Context: an optimization exercise on an open-source flow, tuned for small area, a short achievable clock period and few clock cycles. The choices shown serve that exercise and are no tape-out recipe.
The RTL was checked by simulation tests, not by an equivalence proof against the original design.

==> flow/design.v <==
module JAM (CLK, RST, W, J, Cost, MatchCount, MinCost, Valid);
input CLK;
input RST;
input [6:0] Cost;
output reg [2:0] W;
output reg [2:0] J;
output reg [3:0] MatchCount;
output reg [9:0] MinCost;
output reg Valid;
localparam S_WAIT = 3'd0, S_A1 = 3'd1, S_A2 = 3'd2, S_B = 3'd3,
           S_T = 3'd4, S_PEEL = 3'd5, S_DFS = 3'd6;
integer k;
genvar g, h;
reg ld_done;
always @(posedge CLK or posedge RST) begin
    if (RST) begin
        W <= 3'd0; J <= 3'd0; ld_done <= 1'b0;
    end else if (!ld_done) begin
        {W, J} <= {W, J} + 6'd1;
        if ({W, J} == 6'd63) ld_done <= 1'b1;
    end
end
reg [6:0] cst [0:63];
always @(posedge CLK) begin
    if (!ld_done) cst[{W, J}] <= Cost;
end
reg [2:0] st;
reg [2:0] ph;           
reg [8:0] win;          
reg [6:0] D;            
reg [2:0] j0;           
reg       j0root;       
reg [7:0] used;         
reg [7:0] pv;           
reg [6:0] w  [0:7];     
reg [6:0] uc [0:7];     
reg [7:0] mv [0:7];     
reg [2:0] wy [0:7];
reg [7:0] wyr0, wyr1;   
reg       wk;           
reg [2:0] wj;           
reg [2:0] wjw;          
reg       wjr;          
reg [6:0] wD;           
reg [2:0] pr [0:7];     
reg [6:0] rowr [0:7];   
reg [8:0] wkr  [0:7];   
reg [3:0] tc;
reg [7:0] alive;
reg [2:0] lvl;
reg [3:0] lb;
reg [2:0] stk [0:6];
reg [7:0] usedc;
reg       dph;
reg [7:0] cmr;
reg [2:0] i0;
reg [6:0] unr;          
reg [2:0] jn;
reg       more;
always @(*) begin
    i0 = win[8] ? ph : 3'd0;
    jn = 3'd0;
    more = 1'b0;
    for (k = 0; k < 8; k = k + 1)
        if (win[k]) begin
            i0 = i0 | pr[k];
            jn = jn | k[2:0];
            more = more | pv[k];
        end
end
generate for (g = 0; g < 8; g = g + 1) begin : a1
    always @(posedge CLK) rowr[g] <= cst[{i0, g[2:0]}];
    wire [8:0] y1 = {2'b00, w[g]};
    wire [8:0] y2 = {2'b00, D};
    wire [8:0] y3 = ~{2'b00, unr};
    wire [8:0] ks = y1 ^ y2 ^ y3;
    wire [8:0] kc = {(y1[7:0] & y2[7:0]) | (y1[7:0] & y3[7:0]) | (y2[7:0] & y3[7:0]), 1'b0};
    wire [8:0] wks;
    wire       wkco;
    jam_add #(9) u_wk (.a(ks), .b(kc), .ci(1'b1), .s(wks), .co(wkco));
    always @(posedge CLK) wkr[g] <= wks;
end endgenerate
wire [8:0] s   [0:7];
wire [7:0] upd;
wire [7:0] tb;
generate for (g = 0; g < 8; g = g + 1) begin : a2
    wire [9:0] x1 = {3'b000, rowr[g]};
    wire [9:0] x3 = {wkr[g][8], wkr[g]};
    wire [9:0] x4 = ~{2'b00, mv[g]};
    wire [9:0] s2 = x1 ^ x3 ^ x4;
    wire [9:0] c2 = {(x1[8:0] & x3[8:0]) | (x1[8:0] & x4[8:0]) | (x3[8:0] & x4[8:0]), 1'b0};
    wire [6:0] sf;
    wire [9:0] df;
    wire       sco, dco;
    jam_add #(7)  u_s (.a(rowr[g]), .b(wkr[g][6:0]), .ci(1'b0), .s(sf), .co(sco));
    jam_add #(10) u_c (.a(s2), .b(c2), .ci(1'b1), .s(df), .co(dco));
    assign s[g]   = {2'b00, sf};
    assign upd[g] = !used[g] && df[9];
    wire [9:0] zp = x1 ^ x3;
    wire [9:0] zo = {x1[8:0] | x3[8:0], 1'b0};
    assign tb[g]  = (zp == zo);
end endgenerate
wire [7:0] mval [0:7];
generate for (g = 0; g < 8; g = g + 1) begin : bm
    assign mval[g] = mv[g];
end endgenerate
wire [7:0] nb [0:7];
generate for (g = 0; g < 8; g = g + 1) begin : bc
    for (h = 0; h < 8; h = h + 1) begin : bo
        if (h > g) begin : c
            wire [7:0] su;
            wire       co;
            jam_add #(8) u_b (.a(mval[h]), .b(~mval[g]), .ci(1'b1), .s(su), .co(co));
            assign nb[g][h] = !co;
        end else begin : c
            assign nb[g][h] = 1'b0;
        end
    end
end endgenerate
wire [7:0] bwin;
generate for (g = 0; g < 8; g = g + 1) begin : bw
    wire [7:0] ok;
    for (h = 0; h < 8; h = h + 1) begin : bo
        if (h < g)      assign ok[h] = used[h] | nb[h][g];
        else if (h > g) assign ok[h] = used[h] | !nb[g][h];
        else            assign ok[h] = !used[g];
    end
    assign bwin[g] = &ok;
end endgenerate
reg [6:0] bmin;
reg [6:0] bun;
always @(*) begin
    bmin = 7'd0;
    bun = 7'd0;
    for (k = 0; k < 8; k = k + 1)
        if (bwin[k]) begin
            bmin = bmin | mv[k][6:0];
            bun = bun | uc[k];
        end
end
wire [6:0] wfix [0:7];
wire [6:0] ufix [0:7];
wire [9:0] mcs;
wire       mco;
jam_add #(10) u_mc (.a(MinCost), .b({3'd0, D}), .ci(1'b0), .s(mcs), .co(mco));
generate for (g = 0; g < 8; g = g + 1) begin : fx
    wire [6:0] nm = ~mv[g][6:0];
    wire [6:0] ws1 = w[g] ^ D ^ nm;
    wire [6:0] wc1 = {(w[g][5:0] & D[5:0]) | (w[g][5:0] & nm[5:0]) | (D[5:0] & nm[5:0]), 1'b0};
    wire [6:0] us1 = uc[g] ^ D ^ nm;
    wire [6:0] uc1 = {(uc[g][5:0] & D[5:0]) | (uc[g][5:0] & nm[5:0]) | (D[5:0] & nm[5:0]), 1'b0};
    wire [6:0] wf, uf;
    wire       wco, uco;
    jam_add #(7) u_w (.a(ws1), .b(wc1), .ci(1'b1), .s(wf), .co(wco));
    jam_add #(7) u_u (.a(us1), .b(uc1), .ci(1'b1), .s(uf), .co(uco));
    assign wfix[g] = used[g] ? wf : w[g];
    assign ufix[g] = used[g] ? uf : uc[g];
end endgenerate
wire [2:0] jw  = wjw;
wire       jrt = wjr;
wire [2:0] jwn = wy[wjw];                                 
wire       jrn = ph[0] ? wyr0[wjw] : wyr1[wjw];
wire [2:0] jwe = wy[jn];                                  
wire       jre = ph[0] ? wyr1[jn] : wyr0[jn];
wire [2:0] phm = ph - 3'd1;
wire [7:0] out_ok, in_ok;
generate for (g = 0; g < 8; g = g + 1) begin : pl
    wire [7:0] colg;
    for (h = 0; h < 8; h = h + 1) begin : cb
        assign colg[h] = mv[h][g];
    end
    assign out_ok[g] = |(mv[g] & alive & ~(8'd1 << g));
    assign in_ok[g]  = |(colg  & alive & ~(8'd1 << g));
end endgenerate
wire [7:0] keep = alive & out_ok & in_ok;
wire [7:0] teff = alive[lvl] ? (mv[lvl] & alive) : (8'd1 << lvl);
wire [7:0] lbm  = lb[3] ? 8'd0 : (8'hFF << lb[2:0]);
wire [7:0] cm   = teff & ~usedc & lbm;
reg  [2:0] cj;
always @(*) begin
    cj = 3'd0;
    for (k = 7; k >= 0; k = k - 1)
        if (cmr[k]) cj = k[2:0];
end
wire [2:0] lvlm1 = lvl - 3'd1;
wire [2:0] sback = stk[lvlm1];
wire [2:0] phn = ph + 3'd1;
wire row_ready  = ld_done || (W > ph);
wire next_ready = ld_done || (W > phn);
wire [2:0] tcm2 = tc[2:0] - 3'd2;
always @(posedge CLK) begin
    case (st)
    S_A2: begin
        for (k = 0; k < 8; k = k + 1)
            if (upd[k]) begin
                if (!j0root) wy[k] <= j0;
                if (ph[0]) wyr1[k] <= j0root; else wyr0[k] <= j0root;
            end
    end
    S_A1: begin
        if (!win[8] && !more && !wk)
            for (k = 0; k < 8; k = k + 1) uc[k] <= ufix[k];
    end
    S_DFS: if (dph && lvl != 3'd7 && cmr != 8'd0) stk[lvl] <= cj;
    default: ;
    endcase
    if (wk) begin
        if (jrt) begin
            pr[wj] <= phm; uc[wj] <= wD;
        end else begin
            pr[wj] <= pr[jw]; uc[wj] <= uc[jw];
        end
    end
end
always @(posedge CLK or posedge RST) begin
    if (RST) begin
        st <= S_WAIT; ph <= 3'd0; win <= 9'h100; unr <= 7'd0; D <= 7'd0;
        j0 <= 3'd0; j0root <= 1'b1; wk <= 1'b0; wj <= 3'd0; wjw <= 3'd0; wjr <= 1'b0; wD <= 7'd0; used <= 8'd0; pv <= 8'd0; MinCost <= 10'd0;
        MatchCount <= 4'd0; Valid <= 1'b0; tc <= 4'd0; alive <= 8'hFF; lvl <= 3'd0;
        lb <= 4'd0; usedc <= 8'd0; dph <= 1'b0; cmr <= 8'd0;
        for (k = 0; k < 8; k = k + 1) begin
            w[k] <= 7'd0; mv[k] <= 8'd128;
        end
    end else begin
        case (st)
        S_WAIT: if (row_ready) st <= S_A1;
        S_A1: if (win[8] || !wk) begin
            j0 <= jn; j0root <= win[8];
            used <= used | win[7:0];
            if (win[8] || more)
                st <= S_A2;
            else begin
                for (k = 0; k < 8; k = k + 1) w[k] <= wfix[k];
                MinCost <= mcs;
                wk <= 1'b1; wj <= jn; wjw <= jwe; wjr <= jre; wD <= D;
                ph <= phn; win <= 9'h100; unr <= 7'd0; D <= 7'd0;
                used <= 8'd0;
                for (k = 0; k < 8; k = k + 1) mv[k] <= 8'd128;
                tc <= 4'd0;
                if (ph == 3'd7) begin
                    st <= S_T;
                end else
                    st <= next_ready ? S_A1 : S_WAIT;
            end
        end
        S_A2: begin
            for (k = 0; k < 8; k = k + 1)
                if (upd[k]) mv[k] <= {1'b0, s[k][6:0]};
            st <= S_B;
        end
        S_B: if (!wk) begin
            win <= {1'b0, bwin};
            unr <= bun;
            D <= bmin;
            st <= S_A1;
        end
        S_T: if (!wk || tc != 4'd0) begin
            win <= {1'b0, 8'd1 << tc[2:0]};
            unr <= uc[tc[2:0]];
            if (tc >= 4'd2) mv[tcm2] <= tb;
            tc <= tc + 4'd1;
            if (tc == 4'd9) st <= S_PEEL;
        end
        S_PEEL: if (!Valid) begin
            alive <= keep;
            if (keep == 8'd0) begin
                MatchCount <= 4'd1; Valid <= 1'b1;
            end else if (keep == alive) begin
                lvl <= 3'd0; lb <= 4'd0; usedc <= 8'd0; MatchCount <= 4'd0; dph <= 1'b0;
                st <= S_DFS;
            end
        end
        S_DFS: if (!Valid) begin
            dph <= !dph;
            if (!dph) begin
                cmr <= cm;
            end else if (lvl == 3'd7) begin
                if (cmr != 8'd0) MatchCount <= MatchCount + 4'd1;
                lvl <= 3'd6; usedc[stk[6]] <= 1'b0; lb <= {1'b0, stk[6]} + 4'd1;
            end else if (cmr != 8'd0) begin
                usedc[cj] <= 1'b1; lvl <= lvl + 3'd1; lb <= 4'd0;
            end else if (lvl == 3'd0) begin
                Valid <= 1'b1;
            end else begin
                lvl <= lvlm1; usedc[sback] <= 1'b0; lb <= {1'b0, sback} + 4'd1;
            end
        end
        default: st <= S_WAIT;
        endcase
        if (wk) begin
            pv[wj] <= 1'b1;
            if (jrt) wk <= 1'b0; else begin wj <= jw; wjw <= jwn; wjr <= jrn; end
        end
    end
end
endmodule
module jam_add #(parameter N = 8) (a, b, ci, s, co);
input  [N-1:0] a;
input  [N-1:0] b;
input          ci;
output [N-1:0] s;
output         co;
wire [N-1:0] p  = a ^ b;
wire [N-1:0] g0 = a & b;
reg  [N-1:0] G, P;
integer i, d;
always @(*) begin
    G = g0;
    G[0] = g0[0] | (p[0] & ci);
    P = p;
    for (d = 1; d < N; d = d * 2)
        for (i = N - 1; i >= d; i = i - 1) begin
            G[i] = G[i] | (P[i] & G[i - d]);
            P[i] = P[i] & P[i - d];
        end
end
assign s  = p ^ {G[N-2:0], ci};
assign co = G[N-1];
endmodule
==> flow/config.mk <==
export PLATFORM = sky130hd
export DESIGN_NAME = JAM
export DESIGN_NICKNAME = JAM
export VERILOG_FILES = /design/flow/design.v
export SDC_FILE = /design/flow/constraint.sdc
export NUM_CORES = 4
export LEC_CHECK = 0
export CAP_MARGIN = 20
export CORE_MARGIN = 2
export CORE_UTILIZATION = 40
export SETUP_SLACK_MARGIN = 2.0
export SLEW_MARGIN = 20
==> flow/constraint.sdc <==
create_clock -name core_clock -period 5.0 [get_ports {CLK}]
set_input_delay 1.0000 -clock core_clock [delete_from_list [all_inputs] [get_ports {CLK}]]
set_output_delay 1.0000 -clock core_clock [all_outputs]
set_load 0.01 [all_outputs]
run.sh (not shown) runs the stock make flow with config.mk's settings and CLKGATE_MAP_FILE= SYNTH_SCRIPT=/design/flow/synth_recipe.tcl, a recipe that flattens the netlist after the stock synthesis.
Testbench counts at the start, summed over its fixed seeds: cycles 2,648.
Next try:
--- a/flow/design.v
+++ b/flow/design.v
@@ -67,11 +67,16 @@
             jn = jn | k[2:0];
             more = more | pv[k];
         end
 end
 generate for (g = 0; g < 8; g = g + 1) begin : a1
-    always @(posedge CLK) rowr[g] <= cst[{i0, g[2:0]}];
+    if (g == 7) begin : byp
+        always @(posedge CLK) rowr[g] <= (st == S_WAIT && W == ph && J == 3'd7 && !ld_done) ? Cost
+                                                                                 : cst[{i0, g[2:0]}];
+    end else begin : nob
+        always @(posedge CLK) rowr[g] <= cst[{i0, g[2:0]}];
+    end
     wire [8:0] y1 = {2'b00, w[g]};
     wire [8:0] y2 = {2'b00, D};
     wire [8:0] y3 = ~{2'b00, unr};
     wire [8:0] ks = y1 ^ y2 ^ y3;
     wire [8:0] kc = {(y1[7:0] & y2[7:0]) | (y1[7:0] & y3[7:0]) | (y2[7:0] & y3[7:0]), 1'b0};
@@ -183,11 +188,11 @@
         if (cmr[k]) cj = k[2:0];
 end
 wire [2:0] lvlm1 = lvl - 3'd1;
 wire [2:0] sback = stk[lvlm1];
 wire [2:0] phn = ph + 3'd1;
-wire row_ready  = ld_done || (W > ph);
+wire row_ready  = ld_done || (W > ph) || (W == ph && J == 3'd7);
 wire next_ready = ld_done || (W > phn);
 wire [2:0] tcm2 = tc[2:0] - 3'd2;
 always @(posedge CLK) begin
     case (st)
     S_A2: begin
@@ -221,11 +226,13 @@
         for (k = 0; k < 8; k = k + 1) begin
             w[k] <= 7'd0; mv[k] <= 8'd128;
         end
     end else begin
         case (st)
-        S_WAIT: if (row_ready) st <= S_A1;
+        S_WAIT: if (row_ready) begin
+            j0root <= 1'b1; st <= S_A2;
+        end
         S_A1: if (win[8] || !wk) begin
             j0 <= jn; j0root <= win[8];
             used <= used | win[7:0];
             if (win[8] || more)
                 st <= S_A2;
Wire length is higher by 0.68%.
Die area came out higher by 0.32%.
Maximum frequency hardly moves.
Global-route usage came out higher by 0.11 points.
Testbench counts after the change, summed over its fixed seeds: cycles 2,600.

[re-timing with driven ports]
Ports are ideal in the flow. The routed layouts listed here were re-timed in OpenROAD. Step 1 (the two cells are an assumption about what drives the block):
set clk [get_ports {CLK}]
set_driving_cell -lib_cell sky130_fd_sc_hd__clkbuf_16 $clk
set_driving_cell -lib_cell sky130_fd_sc_hd__buf_2 [delete_from_list [all_inputs] $clk]
Step 2, shift: input delay + t, output delay - t, t = (earliest + latest rising clock arrival at the registers) / 2. This alone moves slack from input paths to output paths. Slacks: no drivers / after step 1 / after step 2; pairs: no drivers / after step 1.
run	t (ns)	slack for setup (ns)	worst register clock-pin slew, ns	worst slew at a driven data input, ns
the first run	0.823	1.848 / 1.848 / 1.848	0.07 / 0.07	0.03
the second run	0.838	1.840 / 1.840 / 1.840	0.07 / 0.07	0.03
After both steps every run listed still meets setup and hold.
